Context: an optimization exercise on an open-source flow, tuned for small area. The choices shown serve that exercise and are no tape-out recipe. Only simulation tests tie the RTL to the original design; equivalence was not proved.

--- flow/design.v ---
module arithmeticUnit (clk, reset, SW, HEX0, HEX1, HEX2, HEX3, HEX4, HEX5, LEDR);
	input clk;    
	input reset;  
	input [9:0] SW;
	output reg [6:0] HEX0, HEX1, HEX2, HEX3, HEX4, HEX5;
	output reg [9:0] LEDR;
	reg Clk;
	wire [1:0] in, operator;
	wire sign;
	assign in = SW[1:0];
	assign sign = SW[2];
	assign operator = SW[5:4];
	reg [8:0]intermediate_output;
	reg[7:0] divide_check;
	reg [1:0]curr_input, curr_op;  
	reg curr_sign;
	wire cout;
	reg [11:0] bcd;
	function [1:0] FullAdder;
    input a, b, cin;
    begin
		FullAdder[0] = a ^ b ^ cin;
		FullAdder[1] = (a & b) | (cin & (a ^ b));
		end
	endfunction
	function [7:0] Add;
		input [7:0] in1, in2;
		input cin;
		integer i;
		reg carry;
		reg [7:0] sum;
		begin
			carry = cin;
			for (i = 0; i < 8; i = i + 1) begin
            {carry, sum[i]} = FullAdder(in1[i], in2[i], carry);
        	end
		  Add = sum;
		end
	endfunction
	function [1:0] FullSubtractor;
    input a, b, bin;
    begin
        FullSubtractor[0] = a ^ b ^ bin;  
        FullSubtractor[1] = (~a & (b | bin)) | (b & bin);  
    end
	endfunction
	function [7:0] Subtract;
    input [7:0] in1, in2;
    input bin;
    integer i;
    reg borrow;
    reg [7:0] difference;
    begin
        borrow = bin;
        for (i = 0; i < 8; i = i + 1) begin
            {borrow, difference[i]} = FullSubtractor(in1[i], in2[i], borrow);
        end
        Subtract = difference;
    end
	endfunction
	function [8:0] AddWithSigns;
		input [8:0]	in1, in2;
		input cin;
		reg [8:0] sum;
		if ((in1[8] && in2[8]) || (!in1[8] && !in2[8])) begin
			sum[7:0] = Add(in1[7:0], in2[7:0], cin);
			sum[8] = in1[8];
		end else if (intermediate_output[7:0] > curr_input) begin  
			sum[7:0] = Subtract(in1[7:0], in2[7:0], 1'b0);
			sum[8] = in1[8];
		end else begin
			sum[8:0] = {~in1[8] ,Subtract(in2[7:0], in1[7:0],1'b0)};
		end
		AddWithSigns = sum;
	endfunction
	function [8:0] SubtractWithSigns;
		input [8:0]	in1, in2;
		input bin;
		reg [8:0] diff;
		if ((in1[8] && !in2[8]) || (!in1[8] && in2[8])) begin
			diff[7:0] = Add(in1[7:0], in2[7:0], 1'b0);
			diff[8] = in1[8];
		end else begin
			if (in1[7:0] > in2[7:0]) begin
				diff[7:0] = Subtract(in1[7:0], in2[7:0], 1'b0);
				diff[8] = in1[8];
			end else begin
				diff = {~in1[8] ,Subtract(in2[7:0], in1[7:0], 1'b0)};
			end
		end
		SubtractWithSigns = diff;
	endfunction
	function [2:0] Subtract3;
    input [2:0] in1, in2;
    input bin;
    integer i;
    reg borrow;
    reg [2:0] difference;
    begin
        borrow = bin;
        for (i = 0; i < 3; i = i + 1) begin
            {borrow, difference[i]} = FullSubtractor(in1[i], in2[i], borrow);
        end
        Subtract3 = difference;
    end
	endfunction
	function [7:0] Multiply;
		input [7:0] in1;
		input [7:0] in2;
		reg [7:0] add1, add2, add3, add4, add5, add6, add7, add8, out1, out2, out3, out4, out5, out6;
		begin
			add1 = {in2[0] & in1[7], in2[0] & in1[6], in2[0] & in1[5], in2[0] & in1[4], in2[0] & in1[3], in2[0] & in1[2], in2[0] & in1[1], in2[0] & in1[0]};
			add2 = {in2[1] & in1[6], in2[1] & in1[5], in2[1] & in1[4], in2[1] & in1[3], in2[1] & in1[2], in2[1] & in1[1], in2[1] & in1[0], 1'b0};
			add3 = {in2[2] & in1[5], in2[2] & in1[4], in2[2] & in1[3], in2[2] & in1[2], in2[2] & in1[1], in2[2] & in1[0], 2'b00};
			add4 = {in2[3] & in1[4], in2[3] & in1[3], in2[3] & in1[2], in2[3] & in1[1], in2[3] & in1[0], 3'b000};
			add5 = {in2[4] & in1[3], in2[4] & in1[2], in2[4] & in1[1], in2[4] & in1[0], 4'b0000};
			add6 = {in2[5] & in1[2], in2[5] & in1[1], in2[5] & in1[0], 5'b00000};
			add7 = {in2[6] & in1[1], in2[6] & in1[0], 6'b000000};
			add8 = {in2[7] & in1[0], 7'b0000000};
			out1 = Add(add1, add2, 1'b0);
			out2 = Add(out1, add3, 1'b0);
			out3 = Add(out2, add4, 1'b0);
			out4 = Add(out3, add5, 1'b0);
			out5 = Add(out4, add6, 1'b0);
			out6 = Add(out5, add7, 1'b0);
			Multiply = Add(out6, add8, 1'b0);
		end
	endfunction
	function [7:0] Divide;
		input [7:0] dividend;
		input [7:0] divisor;
		reg [7:0] divided;
		reg [7:0] quotient;
		reg append_out;
		integer i, j;
		begin
			quotient = 8'b00000000;
			divided = 8'b00000000;
			if (divisor == 8'b00000000) begin
				quotient = 8'b11111111;
			end else begin
				for (i = 7; i >= 0; i = i - 1) begin
                divided = {divided[6:0], dividend[i]};
                if (divided >=divisor) begin
                    quotient = {quotient[6:0], 1'b1};
                    divided = Subtract(divided, divisor, 1'b0);
                end else begin
                    quotient = {quotient[6:0], 1'b0};
                end
            end
			end
			Divide = quotient;
		end
	endfunction
	function [11:0] Shift_Add_3;
		 input [7:0] in;  
		 reg [11:0] temp_out;  
		 reg [7:0] shift;      
		 reg [3:0] units_out, tens_out, hundreds_out;
		 reg cunit, cten, chun;
		 integer i;
		 begin
			  temp_out = 12'b000000000000;  
			  shift = in;                   
			  for (i = 0; i < 7; i = i + 1) begin
					temp_out = {temp_out[10:0], shift[7]};
					shift = {shift[6:0], 1'b0};  
					if (temp_out[3] || (temp_out[2] && (temp_out[1] || temp_out[0]))) begin
						 {cunit, units_out} = Add(temp_out[3:0], 4'b0011, 1'b0);  
						 temp_out[3:0] = units_out;
					end
					if (temp_out[7] || (temp_out[6] && (temp_out[5] || temp_out[4]))) begin
						 {cten, tens_out} = Add(temp_out[7:4], 4'b0011, 1'b0);  
						 temp_out[7:4] = tens_out;
					end
					if (temp_out[11] || (temp_out[10] && (temp_out[9] || temp_out[8]))) begin
						 {chun, hundreds_out} = Add(temp_out[11:8], 4'b0011, 1'b0);  
						 temp_out[11:8] = hundreds_out;
					end
			  end
				temp_out = {temp_out[10:0], shift[7]};
				shift = {shift[6:0], 1'b0};
			   Shift_Add_3 = temp_out;
		 end
	endfunction
	function [6:0] bcd_to_hex;
		  input [3:0] bcd;
		  begin
				case (bcd)
					 4'b0000: bcd_to_hex = 7'b1000000;
					 4'b0001: bcd_to_hex = 7'b1111001;
					 4'b0010: bcd_to_hex = 7'b0100100;
					 4'b0011: bcd_to_hex = 7'b0110000;
					 4'b0100: bcd_to_hex = 7'b0011001;
					 4'b0101: bcd_to_hex = 7'b0010010;
					 4'b0110: bcd_to_hex = 7'b0000010;
					 4'b0111: bcd_to_hex = 7'b0111000;
					 4'b1000: bcd_to_hex = 7'b0000000;
					 4'b1001: bcd_to_hex = 7'b0010000;
					 default: bcd_to_hex = 7'b1111111;
				endcase
		  end
	endfunction
	reg [7:0] step, operations;
	reg [8:0] intermediate_output1, intermediate_output2;
	reg [3:0] intermediate_output1_start_idx, intermediate_output1_end_idx, intermediate_output2_start_idx, intermediate_output2_end_idx;
	reg start, err;
	reg [39:0] inputs;
	reg [4:0] input_signs;
	integer iterator;
	always@(posedge clk) begin
		if (reset) begin
			start = 0;
			err = 0;
			step = 8'b00000001;
			intermediate_output = 9'b100000000;
			HEX0 = bcd_to_hex(4'b0000);
			HEX1 = bcd_to_hex(4'b1111);
			HEX2 = bcd_to_hex(4'b1111);
			HEX3 = bcd_to_hex(4'b0000);
			HEX4 = bcd_to_hex(4'b0000);
			HEX5 = bcd_to_hex(4'b0000);
			LEDR = 10'b0000000000;
		end else if ((step[0] && step[2]) || err) begin
			inputs = 40'b0000000000000000000000000000000000000000;
			operations = 8'b00000000;
			input_signs = 5'b00000;
			start = 0;
			err = 0;
			step = 8'b00000001;
			intermediate_output = 9'b10000000;
			HEX0 = bcd_to_hex(4'b0000);
			HEX1 = bcd_to_hex(4'b1111);
			HEX2 = bcd_to_hex(4'b1111);
			HEX3 = bcd_to_hex(4'b0000);
			HEX4 = bcd_to_hex(4'b0000);
			HEX5 = bcd_to_hex(4'b0000);
			LEDR[0] = 0;
			LEDR[1] = 0;
			LEDR[2] = 0;
		end else if (!start) begin  
			curr_sign = sign;
			curr_input = in;
			intermediate_output = {curr_sign, 6'b000000, curr_input};
			input_signs = {input_signs[3:0], curr_sign};
			inputs = {inputs[39:8], {6'b000000,curr_input}};
			LEDR[1] = ~curr_sign;
			HEX0 = bcd_to_hex({2'b00, curr_input});
			HEX3 = bcd_to_hex({2'b00, curr_input});
			if (!curr_sign) begin
				HEX1 = 7'b0111111;
			end else begin
				HEX1 = 7'b1111111;
			end
			start = 1;
		end else begin
			step = Add(step, 8'b00000001, 1'b0);
			curr_op = operator;
			curr_input = in;
			curr_sign = sign;
			input_signs = {input_signs[3:0], curr_sign};
			inputs = {inputs[39:8], {6'b000000,curr_input}};
			operations = {operations[5:0], curr_op};
			if (!curr_sign) begin
				HEX1 = 7'b0111111;
			end else begin
				HEX1 = 7'b1111111;
			end
			HEX0 = bcd_to_hex(curr_input);
			if (curr_op == 2'b00) begin  
				intermediate_output = AddWithSigns(intermediate_output, {curr_sign, 6'b000000, curr_input}, 1'b0);
			end else if (curr_op == 2'b01) begin  
				intermediate_output = SubtractWithSigns(intermediate_output, {curr_sign, 6'b000000, curr_input}, 1'b0);
			end else if (curr_op == 2'b10) begin
				intermediate_output[8] = ~(intermediate_output[8] ^ curr_sign);
				intermediate_output[7:0] = Multiply(intermediate_output[7:0], {6'b000000, curr_input});
			end else if (curr_op == 2'b11) begin
				intermediate_output[8] = ~(intermediate_output[8] ^ curr_sign);
				divide_check = Divide(intermediate_output[7:0], {6'b000000 ,curr_input});
				intermediate_output[7:0] = divide_check;
				if (divide_check == 8'b11111111) begin
					intermediate_output = 8'b00000000;
					err = 1;
					LEDR[0] = 1;
				end
			end
			bcd = Shift_Add_3(intermediate_output[7:0]);
			HEX5 = bcd_to_hex(bcd[11:8]);
			HEX4 = bcd_to_hex(bcd[7:4]);
			HEX3 = bcd_to_hex(bcd[3:0]);
			if (!intermediate_output[7:0]) begin
				intermediate_output[8] = 1;
				LEDR[2] = 1;
			end else begin
				LEDR[2] = 0;
			end
			LEDR[1] = ~intermediate_output[8];
			if (err) begin
				HEX5 = 7'b0000110;
				HEX4 = 7'b0101111;
				HEX3 = 7'b0101111;
			end
		end
	end
endmodule
--- flow/run.sh ---
#!/bin/bash
# synth_recipe.tcl (not shown) runs the flow's synth.tcl, then flattens the netlist and writes it again
# the make line also repeats each setting of config.mk as NAME=value (left out here)
make -C /OpenROAD-flow-scripts/flow DESIGN_CONFIG=/design/flow/config.mk WORK_HOME=/design/flow/orfs CLKGATE_MAP_FILE= SYNTH_SCRIPT=/design/flow/synth_recipe.tcl finish
--- flow/config.mk ---
export PLATFORM = sky130hd
export DESIGN_NAME = arithmeticUnit
export DESIGN_NICKNAME = arithmeticUnit
export VERILOG_FILES = /design/flow/design.v
export SDC_FILE = /design/flow/constraint.sdc
export NUM_CORES = 4
export LEC_CHECK = 0
export CAP_MARGIN = 20
export CORE_MARGIN = 2
export CORE_UTILIZATION = 40
export SLEW_MARGIN = 20
--- flow/constraint.sdc ---
create_clock -name core_clock -period 25.0 [get_ports {clk}]
set_input_delay 5.0000 -clock core_clock [delete_from_list [all_inputs] [get_ports {clk}]]
set_output_delay 5.0000 -clock core_clock [all_outputs]
set_load 0.01 [all_outputs]
==> impl_metrics.tcl <==
set metrics [dict create \
    cts_root_buffer "clkbuf_16" \
    initial_core_util_pct 40.7 \
    cts.clk_slew.worst_paths_ns 0.06 \
    critPathSlowestCell "o31ai_2" \
    grt_max_degree 25 \
    io_pins 64 \
    end_kind "flop" \
    r2r_slack_ns 6.67 \
    fin_crit_sh_pct 93.0 \
    num_vias 4719 \
    syn2layout_area_growth_pct 11.4 \
    drv_cap 0 \
    cts.sinks 42 \
    yosys.area.top_type "ha_1" \
    whs_path_depth 2 \
    synth_top_cells_by_area "ha_1, dfxtp_1, inv_1" \
    finalClockSkew_ns 0.00541 \
    ys_async_sr_fraction_pct 0 \
    place_congestion 0.906 \
    fin_setup_tns_ns 0 \
    clk_latency_ns 0.28 \
    postRouteAntennaNets 0 \
    n_antenna_cell 0 \
    drt_iter0_drc 299 \
    layout.nets 805 \
    rr_endpoint "HEX3[2]$_SDFF_PP0_" \
    setup_viol 0 \
    cts_resized 0 \
    num_rows 42 \
    ys_types 83 \
    die_width_um 120 \
    syn_avg_cell_area_um2 8.07 \
    max_stage_delay_ns 0.56 \
    achievable-frequency_ghz 0.0430 \
    final_cell_mix "ha_1, inv_1, nor2_1" \
    synth_top_area_share_pct 21.3 \
    dp_hpwl_mm 10.8 \
    drive_gt1_share_pct 6.66 \
    grt_overflow 0 \
    drt_pass1_iterations 5 \
    cts-htree-levels 2 \
    fp.dieArea_um2 14300 \
    crit_arrival_ns 23.43 \
    hp-class "reg -> reg" \
    fin_crit_ns 23.26 \
    die_h_um 120 \
    worst_slew_pin_slew_ns 0.951 \
    slew_headroom_pct 36.5 \
    synth_cells 663 \
    ys.flop_type "dfxtp_1" \
    routed_wl_mm 13.8 \
    vias_per_cell 5.44 \
    final_common_cell "ha_1" \
    postPlaceCellArea_um2 5810 \
    netlist_area_um2 5350 \
    path_class "in -> reg" \
    slew_viol_final 0 \
    io_buffer_count 37 \
    worstRegToRegCells 86 \
    core-area_um2 13100 \
    ys_ff_latch 42 \
    wire_per_inst_um 15.9 \
    cp-start-kind "input pin" \
    crit_top_cell "ha_1" \
    cts_setup_buffers 0 \
    grt_pass1_vias 4585 \
    required_ns 25.17 \
    hold_ws_ns 0.480 \
    crit_fanout 22 \
    cts_buffers 5 \
    hold_buffers 0 \
    yosysWarnings 1 \
    grtUsageTotal_pct 19.3 \
    grt_first_pass_wirelength_mm 22.9 \
    antenna_found_initial 0 \
    status "complete, no violations" \
    r2r_start "intermediate_output[7]$_SDFF_PP0_" \
    final_area_um2 5960 \
    worstSetupStartpoint "SW[0]" \
    crit_end "HEX3[2]$_SDFF_PP0_" \
    synth-edff-count 0 \
    ctsLongestPathBuffers 2 \
    ys_seq_area_share_pct 15.7 \
    drc 0 \
    grt_setup_unrepaired "no" \
    cts_tree "built" \
    hold_viol 0 \
]
## how the worst min path moves through the flow
stage,to,slack (ns),start
5_1_grt,HEX4[6]$_SDFFE_PP1P_,0.51,HEX4[6]$_SDFFE_PP1P_
6_report,HEX5[5]$_SDFFE_PP0P_,0.48,HEX5[5]$_SDFFE_PP0P_
3_5_place_dp,HEX5[5]$_SDFFE_PP0P_,0.47,HEX5[5]$_SDFFE_PP0P_
2_1_floorplan,step[1]$_SDFFE_PP0P_,0.46,step[1]$_SDFFE_PP0P_
3_3_place_gp,LEDR[0]$_SDFFE_PP0P_,0.46,LEDR[0]$_SDFFE_PP0P_
4_1_cts,HEX5[5]$_SDFFE_PP0P_,0.48,HEX5[5]$_SDFFE_PP0P_
## cell families after synthesis
family | share of synthesized area (%)
AND/OR/NAND/NOR | 18.8
AO/OA/AOI/OAI | 21.1
buffers and inverters | 9.68
adder cells (fa/ha/maj) | 26.0
flip-flops | 15.7
multiplexers | 5.00
XOR/XNOR | 3.60
other | 0.140
## metal layers
| layer | share of wire, % | routed length (um) | GRT usage (%) |
|---|---|---|---|
| met5 | 0 | 0 | 0 |
| met4 | 1.0 | 144 | 3.16 |
| met3 | 3.3 | 448 | 1.90 |
| met2 | 48 | 6650 | 33.5 |
| met1 | 47 | 6540 | 26.4 |
## critical path, delay by kind of cell
kind | cells | cell delay (ns)
muxes | 4 | 1.12
AOI/OAI and AO/OA | 21 | 6.14
adders and majority gates | 21 | 5.18
xor gates and xnor gates | 3 | 0.64
buffers and inverters | 15 | 1.55
and+or+nand+nor | 23 | 3.77
## Yosys cell counts, drive strengths merged, types with 3 or more instances
cell and instances:
o21ai 29, nor3b 3, nor3 11, o311ai 3, a22o 3, nand2b 16, a21oi 37, a221oi 4
nor4 3, or2 8, and2 6, o21a 5, mux2 5, fa 12, o31ai 5, xnor2 13
or3 3, a21o 5, a31oi 8, nand2 56, and3 4, nand4 6, a211oi 7, buf 27
clkbuf 16, o32ai 3, nor2b 6, mux2i 20, o311a 4, a211o 4, dfxtp 42, nand3 12
o221a 3, o211ai 3, inv 69, ha 91, o221ai 4, xor2 9, a31o 3, nor2 58
a32oi 3
## sequential cells by signal, summed over array words and instances, names as in the netlist
| signal | cells |
|---|---|
| LEDR | 3 |
| intermediate_output | 9 |
| HEX0 | 5 |
| HEX4 | 7 |
| step | 3 |
| start | 1 |
| HEX3 | 7 |
| HEX1 | 1 |
| HEX5 | 6 |
## cell type report
class	instances	area (um2)
repair buffers	44	423
multi-input cells	527	4060
clock inverters	2	12.5
clock buffers	6	139
flip-flops and latches	42	841
well taps	176	220
fillers	1322	7180
inverters	70	263
## per-stage QoR
step                cells  util, %  setup WS, ns
floorplan             682        -          4.12
global placement      859     44.2          2.04
detailed placement    859     44.2          1.74
CTS                   867     45.4          1.94
global route          867     45.4         0.221
finish                867     45.4          1.74

[re-timing with driven ports]
The flow's constraints put no driver on any port. The routed layout listed below was extracted and timed again, unchanged, in two steps.
Step 1 assumes that a clkbuf_16 drives the clock port and a buf_2 every other input.
Step 2 adds t to the input delays and takes it off the output delays; t is the mean of the earliest and latest rising clock arrival at the registers after step 1. Input paths then give back, and output paths get back, about the clock's delay inside the block.
Slacks: ideal ports / drivers / drivers and shift; pairs: ideal ports / drivers.
t (ns): 0.311
slack for setup (ns): 1.744 / 1.740 / 1.429
slew at the worst register clock pin (ns): 0.06 / 0.06
After both steps setup and hold are still met in this run. The setup slack of this run moves by -0.004 ns with the drivers and by -0.315 ns with both steps.
